From an optimization exercise on the open Yosys and OpenROAD flow, aimed at small area, a short achievable clock period and few clock cycles; shortcuts taken in it are not production practice. Where RTL was checked, it was by simulation tests only, not by an equivalence proof against the original. Power and IR drop assume default switching activity.

==> module finder, before the edit <==
module finder(clk,rst_n,wr,din,find,dfind,full,is,location);
	input clk;
	input rst_n;
	input wr;
	input [7:0] din;
	input find;
	input [7:0] dfind;
	output reg full;
	output reg is;
	output [5:0] location;
	reg [7:0] mem [0:62];
	reg [5:0] pointer;
	always @(posedge clk or negedge rst_n)
		if (!rst_n) begin
			pointer <= 6'd0;
			full <= 1'b0;
		end else if (wr) begin
			if (pointer != 6'd63) begin
				pointer <= pointer + 6'd1;
				full <= 1'b0;
			end else begin
				pointer <= 6'd0;
				full <= 1'b1;
			end
		end
	genvar i;
	generate
		for (i = 0; i < 63; i = i + 1) begin : g_mem
			always @(posedge clk)
				if (wr && pointer == i)
					mem[i] <= din;
		end
	endgenerate
	wire [5:0] p = location;	 
	wire [63:0] m;
	generate
		for (i = 0; i < 63; i = i + 1) begin : g_cmp
			assign m[i] = (mem[i] == dfind);
		end
	endgenerate
	assign m[63] = 1'b0;
	wire [31:0] hs;
	generate
		for (i = 0; i < 32; i = i + 1) begin : g_h
			assign hs[i] = (m[i] & ~p[5] & (p[4:0] <= i)) |
			               (m[32 + i] & p[5] & (p[4:0] <= i));
		end
	endgenerate
	function [5:0] first32(input [31:0] v);
		reg [4:0] idx;
		integer k;
		begin
			idx = 5'd0;
			for (k = 31; k >= 0; k = k - 1)
				if (v[k]) idx = k;
			first32 = {|v, idx};
		end
	endfunction
	wire [5:0] c_h = first32(hs);
	wire [5:0] c_l = first32(m[31:0]);
	wire [5:0] c_u = first32(m[63:32]);
	reg s_h, s_l, s_u, loc5;
	reg [4:0] i_h, i_l, i_u;
	always @(posedge clk or negedge rst_n)
		if (!rst_n) begin
			is <= 1'b0;
			s_h <= 1'b0;
			s_l <= 1'b0;
			s_u <= 1'b0;
			loc5 <= 1'b0;
		end else if (find) begin
			is <= c_l[5] | c_u[5];
			s_h <= c_h[5];
			s_l <= ~c_h[5] & (p[5] ? c_l[5] : ~c_u[5]);
			s_u <= ~c_h[5] & (p[5] ? ~c_l[5] : c_u[5]);
			loc5 <= c_h[5] ? p[5] : (p[5] ? ~c_l[5] : c_u[5]);
		end
	always @(posedge clk)
		if (find) begin
			i_h <= c_h[4:0];
			i_l <= c_l[4:0];
			i_u <= c_u[4:0];
		end
	assign location = {loc5, ({5{s_h}} & i_h) | ({5{s_l}} & i_l) | ({5{s_u}} & i_u)};
endmodule
Settings: LEC_CHECK=0, CAP_MARGIN=20, CORE_MARGIN=2, CORE_UTILIZATION=40, CTS_BUF_LIST=sky130_fd_sc_hd__clkbuf_8, CTS_CLUSTER_DIAMETER=60, CTS_CLUSTER_SIZE=18, SETUP_SLACK_MARGIN=4.65, SLEW_MARGIN=20; clock period 8.0 ns.
run.sh (not shown) runs the stock make flow with config.mk's settings and CLKGATE_MAP_FILE= SYNTH_SCRIPT=/design/flow/synth_recipe.tcl, a recipe that flattens the netlist after the stock synthesis.
==> next run, changes <==
--- a/flow/design.v
+++ b/flow/design.v
@@ -59,27 +59,27 @@
 	wire [5:0] c_h = first32(hs);
 	wire [5:0] c_l = first32(m[31:0]);
 	wire [5:0] c_u = first32(m[63:32]);
-	reg s_h, s_l, s_u, loc5;
+	reg n_h, s_l, s_u, loc5;
 	reg [4:0] i_h, i_l, i_u;
 	always @(posedge clk or negedge rst_n)
 		if (!rst_n) begin
 			is <= 1'b0;
-			s_h <= 1'b0;
+			n_h <= 1'b0;
 			s_l <= 1'b0;
 			s_u <= 1'b0;
 			loc5 <= 1'b0;
+			i_h <= 5'd0;
+			i_l <= 5'd0;
+			i_u <= 5'd0;
 		end else if (find) begin
 			is <= c_l[5] | c_u[5];
-			s_h <= c_h[5];
+			n_h <= ~c_h[5];
 			s_l <= ~c_h[5] & (p[5] ? c_l[5] : ~c_u[5]);
 			s_u <= ~c_h[5] & (p[5] ? ~c_l[5] : c_u[5]);
 			loc5 <= c_h[5] ? p[5] : (p[5] ? ~c_l[5] : c_u[5]);
-		end
-	always @(posedge clk)
-		if (find) begin
 			i_h <= c_h[4:0];
 			i_l <= c_l[4:0];
 			i_u <= c_u[4:0];
 		end
-	assign location = {loc5, ({5{s_h}} & i_h) | ({5{s_l}} & i_l) | ({5{s_u}} & i_u)};
+	assign location = {loc5, ({5{~n_h}} & i_h) | ({5{s_l}} & i_l) | ({5{s_u}} & i_u)};
 endmodule
The changed run finished with timing, DRC and antenna clean.
Count of clock-buffer cells in the layout does not change.
Utilization goes down by 2.4 points.
Worst hold slack is worse by 42 ps.
Cell area goes down by 3.0%.
Via count goes down by 0.81%.
Routed wire length goes up by 0.39%.
Testbench counts after the change, summed over its fixed seeds: cycles 2,400.
The RTL of the first run of this note was laid out without a check of its function.

---

The RTL this note starts from:
==> flow/design.v <==
module finder(clk,rst_n,wr,din,find,dfind,full,is,location);
	input clk;
	input rst_n;
	input wr;
	input [7:0] din;
	input find;
	input [7:0] dfind;
	output reg full;
	output reg is;
	output [5:0] location;
	reg [7:0] mem [0:62];
	reg [5:0] pointer;
	always @(posedge clk or negedge rst_n)
		if (!rst_n) begin
			pointer <= 6'd0;
			full <= 1'b0;
		end else if (wr) begin
			if (pointer != 6'd63) begin
				pointer <= pointer + 6'd1;
				full <= 1'b0;
			end else begin
				pointer <= 6'd0;
				full <= 1'b1;
			end
		end
	genvar i;
	generate
		for (i = 0; i < 63; i = i + 1) begin : g_mem
			always @(posedge clk)
				if (wr && pointer == i)
					mem[i] <= din;
		end
	endgenerate
	wire [63:0] m;
	wire [63:0] h;
	generate
		for (i = 0; i < 63; i = i + 1) begin : g_cmp
			eq8 u_eq (.a(mem[i]), .b(dfind), .y(m[i]));
			assign h[i] = m[i] & (location <= i);
		end
	endgenerate
	assign m[63] = 1'b0;
	assign h[63] = 1'b0;
	function [6:0] first64(input [63:0] v);
		reg [5:0] idx;
		integer k;
		begin
			idx = 6'd0;
			for (k = 63; k >= 0; k = k - 1)
				if (v[k]) idx = k;
			first64 = {|v, idx};
		end
	endfunction
	wire [6:0] fh = first64(h);
	wire [6:0] fm = first64(m);
	reg [5:0] fh_r, fm_r;
	reg anyh_r;
	always @(posedge clk or negedge rst_n)
		if (!rst_n) begin
			is <= 1'b0;
			anyh_r <= 1'b0;
			fh_r <= 6'd0;
			fm_r <= 6'd0;
		end else if (find) begin
			is <= fm[6];
			anyh_r <= fh[6];
			fh_r <= fh[5:0];
			fm_r <= fm[5:0];
		end
	assign location = anyh_r ? fh_r : fm_r;
endmodule
module eq8(a, b, y);
	input [7:0] a;
	input [7:0] b;
	output y;
	assign y = (a == b);
endmodule
make LEC_CHECK=0 CAP_MARGIN=20 CORE_MARGIN=2 CORE_UTILIZATION=40 CTS_BUF_LIST=sky130_fd_sc_hd__clkbuf_8 CTS_CLUSTER_DIAMETER=60 CTS_CLUSTER_SIZE=18 SETUP_SLACK_MARGIN=4.5 SLEW_MARGIN=20 SYNTH_HIERARCHICAL=1 finish   # period 8.0 ns
Change:
--- a/flow/design.v
+++ b/flow/design.v
@@ -26,17 +26,20 @@
 	genvar i;
 	generate
 		for (i = 0; i < 63; i = i + 1) begin : g_mem
+			wire we;
+			and2 u_we (.a(wr), .b(pointer == i), .y(we));
 			always @(posedge clk)
-				if (wr && pointer == i)
+				if (we)
 					mem[i] <= din;
 		end
 	endgenerate
+	wire [5:0] p;
 	wire [63:0] m;
 	wire [63:0] h;
 	generate
 		for (i = 0; i < 63; i = i + 1) begin : g_cmp
 			eq8 u_eq (.a(mem[i]), .b(dfind), .y(m[i]));
-			assign h[i] = m[i] & (location <= i);
+			assign h[i] = m[i] & (p <= i);
 		end
 	endgenerate
 	assign m[63] = 1'b0;
@@ -67,7 +70,8 @@
 			fh_r <= fh[5:0];
 			fm_r <= fm[5:0];
 		end
-	assign location = anyh_r ? fh_r : fm_r;
+	sel6 u_loc (.s(anyh_r), .a(fh_r), .b(fm_r), .y(location));
+	sel6 u_p (.s(anyh_r), .a(fh_r), .b(fm_r), .y(p));
 endmodule
 module eq8(a, b, y);
 	input [7:0] a;
@@ -75,3 +79,16 @@
 	output y;
 	assign y = (a == b);
 endmodule
+module sel6(s, a, b, y);
+	input s;
+	input [5:0] a;
+	input [5:0] b;
+	output [5:0] y;
+	assign y = s ? a : b;
+endmodule
+module and2(a, b, y);
+	input a;
+	input b;
+	output y;
+	assign y = a & b;
+endmodule
Result: First-iteration DRC count came out lower by a few percent. Core utilization is lower by 0.23 points. Maximum frequency came out higher by a few percent. Routed wire length goes up slightly. Cell count rises by a few percent. Via count barely changes. Power shrinks by a few percent. Combinational power is higher by a little under a tenth. Final area grows slightly. Die area went up slightly.
No functional check of the RTL was part of any run of this note.

---

finder, a different RTL version from the one above (not shown whole).
Size: about 1800 cells after synthesis, roughly 530 flip-flops.
==> module finder, before the edit <==
module finder(clk,rst_n,wr,din,find,dfind,full,is,location);
	input clk;
	input rst_n;
	input wr;
	input [7:0] din;
	input find;
	input [7:0] dfind;
	output reg full;
	output reg is;
	output [5:0] location;
	reg [7:0] mem [0:62];
	reg [5:0] pointer;
	always @(posedge clk or negedge rst_n)
		if (!rst_n) begin
			pointer <= 6'd0;
			full <= 1'b0;
		end else if (wr) begin
			if (pointer != 6'd63) begin
				pointer <= pointer + 6'd1;
				full <= 1'b0;
			end else begin
				pointer <= 6'd0;
				full <= 1'b1;
			end
		end
	genvar i;
	generate
		for (i = 0; i < 63; i = i + 1) begin : g_mem
			wire we;
			and2 u_we (.a(wr), .b(pointer == i), .y(we));
			always @(posedge clk)
				if (we)
					mem[i] <= din;
		end
	endgenerate
	wire [5:0] p;	 
	wire [63:0] m;
	generate
		for (i = 0; i < 63; i = i + 1) begin : g_cmp
			eq8 u_eq (.a(mem[i]), .b(dfind), .y(m[i]));
		end
	endgenerate
	assign m[63] = 1'b0;
	wire [31:0] hs;
	generate
		for (i = 0; i < 32; i = i + 1) begin : g_h
			assign hs[i] = (m[i] & ~p[5] & (p[4:0] <= i)) |
			               (m[32 + i] & p[5] & (p[4:0] <= i));
		end
	endgenerate
	function [5:0] first32(input [31:0] v);
		reg [4:0] idx;
		integer k;
		begin
			idx = 5'd0;
			for (k = 31; k >= 0; k = k - 1)
				if (v[k]) idx = k;
			first32 = {|v, idx};
		end
	endfunction
	wire [5:0] c_h = first32(hs);
	wire [5:0] c_l = first32(m[31:0]);
	wire [5:0] c_u = first32(m[63:32]);
	reg n_h, s_l, s_u, loc5;
	reg [4:0] i_h, i_l, i_u;
	always @(posedge clk or negedge rst_n)
		if (!rst_n) begin
			is <= 1'b0;
			n_h <= 1'b0;
			s_l <= 1'b0;
			s_u <= 1'b0;
			loc5 <= 1'b0;
			i_h <= 5'd0;
			i_l <= 5'd0;
			i_u <= 5'd0;
		end else if (find) begin
			is <= c_l[5] | c_u[5];
			n_h <= ~c_h[5];
			s_l <= ~c_h[5] & (p[5] ? c_l[5] : ~c_u[5]);
			s_u <= ~c_h[5] & (p[5] ? ~c_l[5] : c_u[5]);
			loc5 <= c_h[5] ? p[5] : (p[5] ? ~c_l[5] : c_u[5]);
			i_h <= c_h[4:0];
			i_l <= c_l[4:0];
			i_u <= c_u[4:0];
		end
	sel3 u_loc (.n_h(n_h), .s_l(s_l), .s_u(s_u), .t(loc5), .a(i_h), .b(i_l), .c(i_u), .y(location));
	sel3 u_p (.n_h(n_h), .s_l(s_l), .s_u(s_u), .t(loc5), .a(i_h), .b(i_l), .c(i_u), .y(p));
endmodule
==> module eq8, before the edit <==
module eq8(a, b, y);
	input [7:0] a;
	input [7:0] b;
	output y;
	assign y = (a == b);
endmodule
==> module sel3, before the edit <==
module sel3(n_h, s_l, s_u, t, a, b, c, y);
	input n_h, s_l, s_u, t;
	input [4:0] a, b, c;
	output [5:0] y;
	assign y = {t, ({5{~n_h}} & a) | ({5{s_l}} & b) | ({5{s_u}} & c)};
endmodule
clock: 8.0 ns
lec_check: 0
cap_margin: 20
core_margin: 2
core_utilization: 40
cts_buf_list: sky130_fd_sc_hd__clkbuf_8
cts_cluster_diameter: 60
cts_cluster_size: 18
setup_slack_margin: 4.5
slew_margin: 20
synth_hierarchical: 1
Change:
--- a/flow/design.v
+++ b/flow/design.v
@@ -32,13 +32,13 @@
 				if (we)
 					mem[i] <= din;
 		end
 	endgenerate
-	wire [5:0] p;	 
+	wire [5:0] p = location;	 
 	wire [63:0] m;
 	generate
 		for (i = 0; i < 63; i = i + 1) begin : g_cmp
-			eq8 u_eq (.a(mem[i]), .b(dfind), .y(m[i]));
+			assign m[i] = (mem[i] == dfind);
 		end
 	endgenerate
 	assign m[63] = 1'b0;
 	wire [31:0] hs;
@@ -82,25 +82,12 @@
 			i_h <= c_h[4:0];
 			i_l <= c_l[4:0];
 			i_u <= c_u[4:0];
 		end
-	sel3 u_loc (.n_h(n_h), .s_l(s_l), .s_u(s_u), .t(loc5), .a(i_h), .b(i_l), .c(i_u), .y(location));
-	sel3 u_p (.n_h(n_h), .s_l(s_l), .s_u(s_u), .t(loc5), .a(i_h), .b(i_l), .c(i_u), .y(p));
-endmodule
-module eq8(a, b, y);
-	input [7:0] a;
-	input [7:0] b;
-	output y;
-	assign y = (a == b);
+	assign location = {loc5, ({5{~n_h}} & i_h) | ({5{s_l}} & i_l) | ({5{s_u}} & i_u)};
 endmodule
 module and2(a, b, y);
 	input a;
 	input b;
 	output y;
 	assign y = a & b;
 endmodule
-module sel3(n_h, s_l, s_u, t, a, b, c, y);
-	input n_h, s_l, s_u, t;
-	input [4:0] a, b, c;
-	output [5:0] y;
-	assign y = {t, ({5{~n_h}} & a) | ({5{s_l}} & b) | ({5{s_u}} & c)};
-endmodule
=> The new run completed without violations; sequential share of layout area is lower by 1.6 points; design area is higher by a few percent; global-route usage is higher by 1.2 points; cell count is higher by a few percent; worst setup slack improved by 0.056 ns; clock-buffer cell count is higher by 1; critical path depth is lower by 10; via count is higher slightly; sequential power is about the same; power is higher by a few percent; combinational power is higher by about a fifth; die area is higher slightly; first-iteration DRC count is higher by roughly a tenth.
Function was not checked in any run of this note: the RTL went through the layout flow alone.

---

Another version of the RTL of finder (not shown whole).
Size: roughly 2,000 cells after synthesis, roughly 540 flip-flops, about 28 I/O pins, roughly 0.026 mm^2 of cells after synthesis.
==> module finder, before the edit <==
module finder(clk,rst_n,wr,din,find,dfind,full,is,location);
	input clk;
	input rst_n;
	input wr;
	input [7:0] din;
	input find;
	input [7:0] dfind;
	output reg full;
	output reg is;
	output [5:0] location;
	reg [7:0] mem [0:62];
	reg [5:0] pointer;
	always @(posedge clk or negedge rst_n)
		if (!rst_n) begin
			pointer <= 6'd0;
			full <= 1'b0;
		end else if (wr) begin
			if (pointer != 6'd63) begin
				pointer <= pointer + 6'd1;
				full <= 1'b0;
			end else begin
				pointer <= 6'd0;
				full <= 1'b1;
			end
		end
	genvar i;
	generate
		for (i = 0; i < 63; i = i + 1) begin : g_mem
			wire we;
			and2 u_we (.a(wr), .b(pointer == i), .y(we));
			always @(posedge clk)
				if (we)
					mem[i] <= din;
		end
	endgenerate
	wire [5:0] p;
	wire [63:0] m;
	wire [63:0] h;
	generate
		for (i = 0; i < 63; i = i + 1) begin : g_cmp
			eq8 u_eq (.a(mem[i]), .b(dfind), .y(m[i]));
			assign h[i] = m[i] & (p <= i);
		end
	endgenerate
	assign m[63] = 1'b0;
	assign h[63] = 1'b0;
	function [5:0] first32(input [31:0] v);
		reg [4:0] idx;
		integer k;
		begin
			idx = 5'd0;
			for (k = 31; k >= 0; k = k - 1)
				if (v[k]) idx = k;
			first32 = {|v, idx};
		end
	endfunction
	wire [5:0] c_hl = first32(h[31:0]);
	wire [5:0] c_hh = first32(h[63:32]);
	wire [5:0] c_ml = first32(m[31:0]);
	wire [5:0] c_mh = first32(m[63:32]);
	reg n_hl, s_hh, s_ml, s_mh;
	reg q_hl, q_hh, q_ml, q_mh;
	reg [4:0] i_hl, i_hh, i_ml, i_mh;
	wire e_hl = c_hl[5];
	wire e_hh = ~c_hl[5] & c_hh[5];
	wire e_ml = ~c_hl[5] & ~c_hh[5] & c_ml[5];
	wire e_mh = ~c_hl[5] & ~c_hh[5] & ~c_ml[5];
	always @(posedge clk or negedge rst_n)
		if (!rst_n) begin
			is <= 1'b0;
			n_hl <= 1'b0;
			s_hh <= 1'b0;
			s_ml <= 1'b0;
			s_mh <= 1'b0;
			q_hl <= 1'b1;
			q_hh <= 1'b1;
			q_ml <= 1'b1;
			q_mh <= 1'b1;
			i_hl <= 5'd0;
			i_hh <= 5'd0;
			i_ml <= 5'd0;
			i_mh <= 5'd0;
		end else if (find) begin
			is <= c_ml[5] | c_mh[5];
			n_hl <= ~e_hl;
			s_hh <= e_hh;
			s_ml <= e_ml;
			s_mh <= e_mh;
			q_hl <= e_hl;
			q_hh <= ~e_hh;
			q_ml <= ~e_ml;
			q_mh <= ~e_mh;
			i_hl <= c_hl[4:0];
			i_hh <= c_hh[4:0];
			i_ml <= c_ml[4:0];
			i_mh <= c_mh[4:0];
		end
	sel4 u_loc (.s({s_mh, s_ml, s_hh, n_hl}), .a(i_hl), .b(i_hh), .c(i_ml), .d(i_mh), .y(location));
	sel4 u_p (.s({~q_mh, ~q_ml, ~q_hh, ~q_hl}), .a(i_hl), .b(i_hh), .c(i_ml), .d(i_mh), .y(p));
endmodule
==> module sel4, before the edit <==
module sel4(s, a, b, c, d, y);
	input [3:0] s;
	input [4:0] a, b, c, d;
	output [5:0] y;
	assign y = {s[1] | s[3],
	            ({5{~s[0]}} & a) | ({5{s[1]}} & b) | ({5{s[2]}} & c) | ({5{s[3]}} & d)};
endmodule
clock: 8.0 ns
lec_check: 0
cap_margin: 20
core_margin: 2
core_utilization: 40
cts_buf_list: sky130_fd_sc_hd__clkbuf_8
cts_cluster_diameter: 60
cts_cluster_size: 18
setup_slack_margin: 4.5
slew_margin: 20
synth_hierarchical: 1
Next try:
--- a/flow/design.v
+++ b/flow/design.v
@@ -56,62 +56,48 @@
 	endfunction
 	wire [5:0] c_hl = first32(h[31:0]);
 	wire [5:0] c_hh = first32(h[63:32]);
 	wire [5:0] c_ml = first32(m[31:0]);
 	wire [5:0] c_mh = first32(m[63:32]);
-	reg n_hl, s_hh, s_ml, s_mh;
-	reg q_hl, q_hh, q_ml, q_mh;
+	reg s_hh, s_ml, s_mh;
 	reg [4:0] i_hl, i_hh, i_ml, i_mh;
-	wire e_hl = c_hl[5];
-	wire e_hh = ~c_hl[5] & c_hh[5];
-	wire e_ml = ~c_hl[5] & ~c_hh[5] & c_ml[5];
-	wire e_mh = ~c_hl[5] & ~c_hh[5] & ~c_ml[5];
 	always @(posedge clk or negedge rst_n)
 		if (!rst_n) begin
 			is <= 1'b0;
-			n_hl <= 1'b0;
 			s_hh <= 1'b0;
 			s_ml <= 1'b0;
 			s_mh <= 1'b0;
-			q_hl <= 1'b1;
-			q_hh <= 1'b1;
-			q_ml <= 1'b1;
-			q_mh <= 1'b1;
 			i_hl <= 5'd0;
 			i_hh <= 5'd0;
 			i_ml <= 5'd0;
 			i_mh <= 5'd0;
 		end else if (find) begin
 			is <= c_ml[5] | c_mh[5];
-			n_hl <= ~e_hl;
-			s_hh <= e_hh;
-			s_ml <= e_ml;
-			s_mh <= e_mh;
-			q_hl <= e_hl;
-			q_hh <= ~e_hh;
-			q_ml <= ~e_ml;
-			q_mh <= ~e_mh;
+			s_hh <= ~c_hl[5] & c_hh[5];
+			s_ml <= ~c_hl[5] & ~c_hh[5] & c_ml[5];
+			s_mh <= ~c_hl[5] & ~c_hh[5] & ~c_ml[5];
 			i_hl <= c_hl[4:0];
 			i_hh <= c_hh[4:0];
 			i_ml <= c_ml[4:0];
 			i_mh <= c_mh[4:0];
 		end
-	sel4 u_loc (.s({s_mh, s_ml, s_hh, n_hl}), .a(i_hl), .b(i_hh), .c(i_ml), .d(i_mh), .y(location));
-	sel4 u_p (.s({~q_mh, ~q_ml, ~q_hh, ~q_hl}), .a(i_hl), .b(i_hh), .c(i_ml), .d(i_mh), .y(p));
+	sel4 u_loc (.s({s_mh, s_ml, s_hh}), .a(i_hl), .b(i_hh), .c(i_ml), .d(i_mh), .y(location));
+	sel4 u_p (.s({s_mh, s_ml, s_hh}), .a(i_hl), .b(i_hh), .c(i_ml), .d(i_mh), .y(p));
 endmodule
 module eq8(a, b, y);
 	input [7:0] a;
 	input [7:0] b;
 	output y;
 	assign y = (a == b);
 endmodule
 module sel4(s, a, b, c, d, y);
-	input [3:0] s;
+	input [2:0] s;
 	input [4:0] a, b, c, d;
 	output [5:0] y;
-	assign y = {s[1] | s[3],
-	            ({5{~s[0]}} & a) | ({5{s[1]}} & b) | ({5{s[2]}} & c) | ({5{s[3]}} & d)};
+	wire sa = ~(s[0] | s[1] | s[2]);
+	assign y = {s[0] | s[2],
+	            ({5{sa}} & a) | ({5{s[0]}} & b) | ({5{s[1]}} & c) | ({5{s[2]}} & d)};
 endmodule
 module and2(a, b, y);
 	input a;
 	input b;
 	output y;
The changed run finished with timing, DRC and antenna clean.
Global-route usage fell by 1.0 points.
Maximum frequency came out lower by a few percent.
Synthesized area stays flat.
Clock skew is lower by 0.0078 ns.
Register-to-register slack got worse by 0.07 ns.
Wire length is lower by a few percent.
Final area falls by a few percent.
Count of clock-buffer cells in the layout is unchanged.
Utilization is lower by 1.6 points.
Cell count goes down slightly.
Combinational power came out higher by roughly a tenth.
Hold slack got worse by 0.0072 ns.
Setup slack gets worse by 0.081 ns.
Function was not checked in any run of this note: the RTL went through the layout flow alone.

[afterwards: timing with drivers on the ports]
The results above use ideal ports. As a check the final layouts listed here were re-extracted and re-timed, cells and wires unchanged.
Step 1, drivers: a clkbuf_16 drives clk and a buf_2 each remaining input, both assumed.
Step 2 also shifts input and output timing later by t, the mid clock arrival at the registers, as if the neighbouring blocks saw the same clock.
Slacks: ideal ports / drivers / drivers and shift; pairs: ideal ports / drivers.
run | t (ns) | slack for setup (ns) | clock arrival spread, ns | worst slew at a driven data input, ns | cell pins on the clock port's net
the first run of note 1 | 0.709 | 4.327 / 4.270 / 3.771 | 0.041 / 0.042 | 0.29 | 1
the second run of note 1 | 0.702 | 4.548 / 4.489 / 3.788 | 0.038 / 0.038 | 0.25 | 1
the first run of note 2 | 0.709 | 4.451 / 4.352 / 3.643 | 0.042 / 0.042 | 0.29 | 1
the second run of note 2 | 0.715 | 4.547 / 4.336 / 3.621 | 0.038 / 0.038 | 0.35 | 1
the first run of note 3 | 0.706 | 4.458 / 4.347 / 3.641 | 0.035 / 0.034 | 0.22 | 1
the second run of note 3 | 0.714 | 4.514 / 4.424 / 3.710 | 0.044 / 0.044 | 0.21 | 1
the first run of note 4 | 0.722 | 4.513 / 4.363 / 3.640 | 0.062 / 0.063 | 0.28 | 1
the second run of note 4 | 0.709 | 4.432 / 4.379 / 3.695 | 0.046 / 0.046 | 0.30 | 1
After both steps every run listed still meets setup and hold. The setup slack of the second run of note 2, which loses most, moves by -0.211 ns with the drivers and by -0.926 ns with both steps.
